This is an optimization exercise on Yosys and OpenROAD, whose aim is a short achievable clock period and few clock cycles, not a production implementation. Only simulation tests tie the RTL to the original design; equivalence was not proved. Power figures rest on the tool's default switching activity, not on a simulated workload.

==> inputs of 06-17 <==
==> flow/design.v (excerpt) <==
module main(Clock,Reset,imem_addr,imem_data,dmem_we,dmem_addr,dmem_wdata);
Settings: LEC_CHECK=0, CAP_MARGIN=20, CORE_MARGIN=2, CORE_UTILIZATION=60, PLACE_DENSITY=0.72, SETUP_SLACK_MARGIN=0.2, SLEW_MARGIN=20; clock period 11.0 ns.
standard.sh (not shown) runs the stock make flow with config.mk's settings and CLKGATE_MAP_FILE= SYNTH_SCRIPT=/design/flow/synth_recipe.tcl, a recipe that flattens the netlist after the stock synthesis.
==> flow/flow/run.sh <==
#!/bin/bash
# The standard layout (standard.sh: the standard synthesis and the ORFS
# steps, unchanged) run in two parts with a larger setup-repair margin, so
# that repair_timing keeps improving paths well past the 11 ns clock. The SDC
# and the clock period are the design's.
#  1. synthesis to clock tree synthesis, with the full repair after CTS;
#  2. global route to the end, with the post-global-route repair limited to
#     the worst 5% of endpoints (with this margin every endpoint is below it,
#     and a full repair there only iterates without gain).
# Each part's output goes to its own log here; ORFS keeps its per-step logs
# under orfs/logs.
set -euo pipefail
bash standard.sh SETUP_SLACK_MARGIN=8 cts > flow_1_to_cts.log 2>&1
bash standard.sh SETUP_SLACK_MARGIN=8 TNS_END_PERCENT=5 finish > flow_2_to_finish.log 2>&1
==> 01-08 (differences from 06-17) <==
--- a/flow/design.v
+++ b/flow/design.v
@@ -52,52 +52,21 @@
     wire [29:0] pc4 = pc + 30'd1;
     wire [31:0] ins = imem_data;
     wire [5:0]  f_op = ins[31:26];
     wire        f_beq = (f_op == 6'h04);
     wire        f_bne = (f_op == 6'h05);
     wire        f_j   = (f_op == 6'h02);
     wire        same    = (ins[25:21] == ins[20:16]);
     wire        f_predt = (f_beq & same) | (f_bne & ~same);
-    wire [10:0] tlow;
-    wire [9:0]  tg0 = pc4[9:0] & ins[9:0];
-    wire [9:0]  tp0 = pc4[9:0] ^ ins[9:0];
-    wire [9:0]  tg1, tp1, tg2, tp2, tg3, tp3, tg4;
-    genvar ti;
-    generate
-        for (ti = 0; ti < 10; ti = ti + 1) begin : tks
-            if (ti >= 1) begin : l1
-                assign tg1[ti] = tg0[ti] | (tp0[ti] & tg0[ti-1]);
-                assign tp1[ti] = tp0[ti] & tp0[ti-1];
-            end else begin : l1z
-                assign tg1[ti] = tg0[ti];
-                assign tp1[ti] = tp0[ti];
-            end
-            if (ti >= 2) begin : l2
-                assign tg2[ti] = tg1[ti] | (tp1[ti] & tg1[ti-2]);
-                assign tp2[ti] = tp1[ti] & tp1[ti-2];
-            end else begin : l2z
-                assign tg2[ti] = tg1[ti];
-                assign tp2[ti] = tp1[ti];
-            end
-            if (ti >= 4) begin : l3
-                assign tg3[ti] = tg2[ti] | (tp2[ti] & tg2[ti-4]);
-                assign tp3[ti] = tp2[ti] & tp2[ti-4];
-            end else begin : l3z
-                assign tg3[ti] = tg2[ti];
-                assign tp3[ti] = tp2[ti];
-            end
-            if (ti >= 8) begin : l4
-                assign tg4[ti] = tg3[ti] | (tp3[ti] & tg3[ti-8]);
-            end else begin : l4z
-                assign tg4[ti] = tg3[ti];
-            end
-        end
-    endgenerate
-    assign tlow = {tg4[9], tp0 ^ {tg4[8:0], 1'b0}};
+    wire [5:0]  tlo  = {1'b0, pc4[4:0]} + {1'b0, ins[4:0]};
+    wire [5:0]  thi0 = {1'b0, pc4[9:5]} + {1'b0, ins[9:5]};
+    wire [5:0]  thi1 = {1'b0, pc4[9:5]} + {1'b0, ins[9:5]} + 6'd1;
+    wire [5:0]  thi  = tlo[5] ? thi1 : thi0;
+    wire [10:0] tlow = {thi, tlo[4:0]};
     wire        f_exact = tlow[10] ? (ins[15:10] == 6'h3F) : (ins[15:10] == 6'h00);
     wire [5:0]  op  = d_ins[31:26];
     wire [4:0]  rs  = d_ins[25:21];
     wire [4:0]  rt  = d_ins[20:16];
     wire [4:0]  rd  = d_ins[15:11];
     wire [5:0]  fn  = d_ins[5:0];
     wire [15:0] imm = d_ins[15:0];
     assign rs_oh = d_rs_oh;
@@ -173,29 +142,29 @@
                | ({32{x_lw}}  & ld);
     wire eq    = (a == bv);
     wire taken = (x_beq & eq) | (x_bne & ~eq);
     wire okt   = x_predt ? x_exact : x_imm0;
     wire oknt  = ~x_predt | x_imm0;
     wire mispredict = x_valid & (x_beq | x_bne) & (taken ? ~okt : ~oknt);
     wire [29:0] btgt  = x_pc4 + {{14{x_imm[15]}}, x_imm[15:0]};
     wire [29:0] fixpc = taken ? btgt : x_pc4;
-    wire [29:0] pred_pc  = stall   ? pc :
+    wire [29:0] pred_pc  = (stall | Reset) ? pc :
                            f_j     ? {pc4[29:26], ins[25:0]} :
                            f_predt ? {pc4[29:10], tlow[9:0]} :
                                      pc4;
     wire [29:0] pc_next  = mispredict ? fixpc : pred_pc;
     always @(posedge Clock or posedge Reset) begin
         if (Reset)
             pc <= 30'd0;
         else
             pc <= pc_next;
     end
     always @(posedge Clock)
-        pc_o <= Reset ? 30'd0 : pc_next;
+        pc_o <= pc_next;
     assign imem_addr = {pc_o, 2'b00};
     always @(posedge Clock or posedge Reset) begin
         if (Reset) begin
             d_valid <= 1'b0;
             x_valid <= 1'b0;
         end else begin
             d_valid <= mispredict ? 1'b0 : stall ? d_valid : 1'b1;
             x_valid <= d_valid & ~mispredict & ~stall;
CAP_MARGIN = 40   (was 20)
CORE_UTILIZATION = 50   (was 60)
PLACE_DENSITY = 0.65   (was 0.72)
SLEW_MARGIN = 30   (was 20)
==> 11-19 (differences from 06-17) <==
--- a/flow/design.v
+++ b/flow/design.v
@@ -43,61 +43,29 @@
         ld   = 32'd0;
         for (k = 0; k < 32; k = k + 1) begin
             rf_a = rf_a | ({32{rs_oh[k]}} & rf[k]);
             rf_b = rf_b | ({32{rt_oh[k]}} & rf[k]);
             ld   = ld   | ({32{x_doh[k]}} & dm[k]);
         end
     end
     reg  [29:0] pc;                       
-    reg  [29:0] pc_o;                     
     wire [29:0] pc4 = pc + 30'd1;
     wire [31:0] ins = imem_data;
     wire [5:0]  f_op = ins[31:26];
     wire        f_beq = (f_op == 6'h04);
     wire        f_bne = (f_op == 6'h05);
     wire        f_j   = (f_op == 6'h02);
     wire        same    = (ins[25:21] == ins[20:16]);
     wire        f_predt = (f_beq & same) | (f_bne & ~same);
-    wire [10:0] tlow;
-    wire [9:0]  tg0 = pc4[9:0] & ins[9:0];
-    wire [9:0]  tp0 = pc4[9:0] ^ ins[9:0];
-    wire [9:0]  tg1, tp1, tg2, tp2, tg3, tp3, tg4;
-    genvar ti;
-    generate
-        for (ti = 0; ti < 10; ti = ti + 1) begin : tks
-            if (ti >= 1) begin : l1
-                assign tg1[ti] = tg0[ti] | (tp0[ti] & tg0[ti-1]);
-                assign tp1[ti] = tp0[ti] & tp0[ti-1];
-            end else begin : l1z
-                assign tg1[ti] = tg0[ti];
-                assign tp1[ti] = tp0[ti];
-            end
-            if (ti >= 2) begin : l2
-                assign tg2[ti] = tg1[ti] | (tp1[ti] & tg1[ti-2]);
-                assign tp2[ti] = tp1[ti] & tp1[ti-2];
-            end else begin : l2z
-                assign tg2[ti] = tg1[ti];
-                assign tp2[ti] = tp1[ti];
-            end
-            if (ti >= 4) begin : l3
-                assign tg3[ti] = tg2[ti] | (tp2[ti] & tg2[ti-4]);
-                assign tp3[ti] = tp2[ti] & tp2[ti-4];
-            end else begin : l3z
-                assign tg3[ti] = tg2[ti];
-                assign tp3[ti] = tp2[ti];
-            end
-            if (ti >= 8) begin : l4
-                assign tg4[ti] = tg3[ti] | (tp3[ti] & tg3[ti-8]);
-            end else begin : l4z
-                assign tg4[ti] = tg3[ti];
-            end
-        end
-    endgenerate
-    assign tlow = {tg4[9], tp0 ^ {tg4[8:0], 1'b0}};
+    wire [5:0]  tlo  = {1'b0, pc4[4:0]} + {1'b0, ins[4:0]};
+    wire [5:0]  thi0 = {1'b0, pc4[9:5]} + {1'b0, ins[9:5]};
+    wire [5:0]  thi1 = {1'b0, pc4[9:5]} + {1'b0, ins[9:5]} + 6'd1;
+    wire [5:0]  thi  = tlo[5] ? thi1 : thi0;
+    wire [10:0] tlow = {thi, tlo[4:0]};
     wire        f_exact = tlow[10] ? (ins[15:10] == 6'h3F) : (ins[15:10] == 6'h00);
     wire [5:0]  op  = d_ins[31:26];
     wire [4:0]  rs  = d_ins[25:21];
     wire [4:0]  rt  = d_ins[20:16];
     wire [4:0]  rd  = d_ins[15:11];
     wire [5:0]  fn  = d_ins[5:0];
     wire [15:0] imm = d_ins[15:0];
     assign rs_oh = d_rs_oh;
@@ -184,19 +152,17 @@
                                      pc4;
     wire [29:0] pc_next  = mispredict ? fixpc : pred_pc;
     always @(posedge Clock or posedge Reset) begin
         if (Reset)
             pc <= 30'd0;
         else
             pc <= pc_next;
     end
-    always @(posedge Clock)
-        pc_o <= Reset ? 30'd0 : pc_next;
-    assign imem_addr = {pc_o, 2'b00};
+    assign imem_addr = {pc, 2'b00};
     always @(posedge Clock or posedge Reset) begin
         if (Reset) begin
             d_valid <= 1'b0;
             x_valid <= 1'b0;
         end else begin
             d_valid <= mispredict ? 1'b0 : stall ? d_valid : 1'b1;
             x_valid <= d_valid & ~mispredict & ~stall;
         end
CORE_UTILIZATION = 50   (was 60)
PLACE_DENSITY = 0.65   (was 0.72)
==> notes <==
- Core utilization, highest first: 06-17, 11-19, 01-08.
- The lowest global-route usage belongs to 01-08, the highest to 06-17.
- The lowest maximum frequency belongs to 01-08, the highest to 11-19.
- In 01-08 the sequential share of layout area is lower than in 06-17, by 1.6 points.
- Between 06-17 and 01-08, the lower synthesized cell count is in 01-08 (gap 0.98%, measured against 01-08).
- Of 11-19 and 06-17, 11-19 has the higher combinational power (gap about 20%, measured against 06-17).
- The lowest setup slack belongs to 01-08, the highest to 11-19.
- Total power: 01-08 is smaller than 11-19 (1.3%).
- In 11-19 the first-iteration DRC count is smaller than in 06-17, by 1.9%.
Testbench counts of 06-17, summed over its fixed seeds: cycles 13,933.
Testbench counts of 01-08, summed over its fixed seeds: cycles 13,933.
Testbench counts of 11-19, summed over its fixed seeds: cycles 13,933.

==> re-timing with driven ports <==
In the flow no input, the clock included, has a driving cell. The finished layouts below were timed again as built, in two steps. Step 1 sets driving cells, clkbuf_16 on the clock port and buf_2 on the other inputs (assumed; they add their load-dependent delay and slew). Step 2 times the ports against the registers' clock, not the clock port: input delays grow and output delays shrink by t, the midpoint of the rising clock arrivals with the driver on. Slacks: ideal ports / drivers / drivers and shift; pairs: ideal ports / drivers.
| run | shift t [ns] | slack for setup (ns) | worst setup path at the end | clock arrival spread, ns | worst register clock-pin slew, ns |
|---|---|---|---|---|---|
| 06-17 | 0.990 | 7.248 / 7.276 / 6.307 | input to register | 0.047 / 0.047 | 0.08 / 0.08 |
| 01-08 | 1.046 | 7.113 / 7.113 / 6.551 | input to register | 0.070 / 0.070 | 0.07 / 0.07 |
| 11-19 | 1.016 | 7.251 / 7.152 / 6.654 | input to register | 0.118 / 0.117 | 0.07 / 0.07 |
After both steps setup and hold are still met in every run listed. The setup slack of 06-17, which loses most, moves by +0.028 ns with the drivers and by -0.941 ns with both steps.
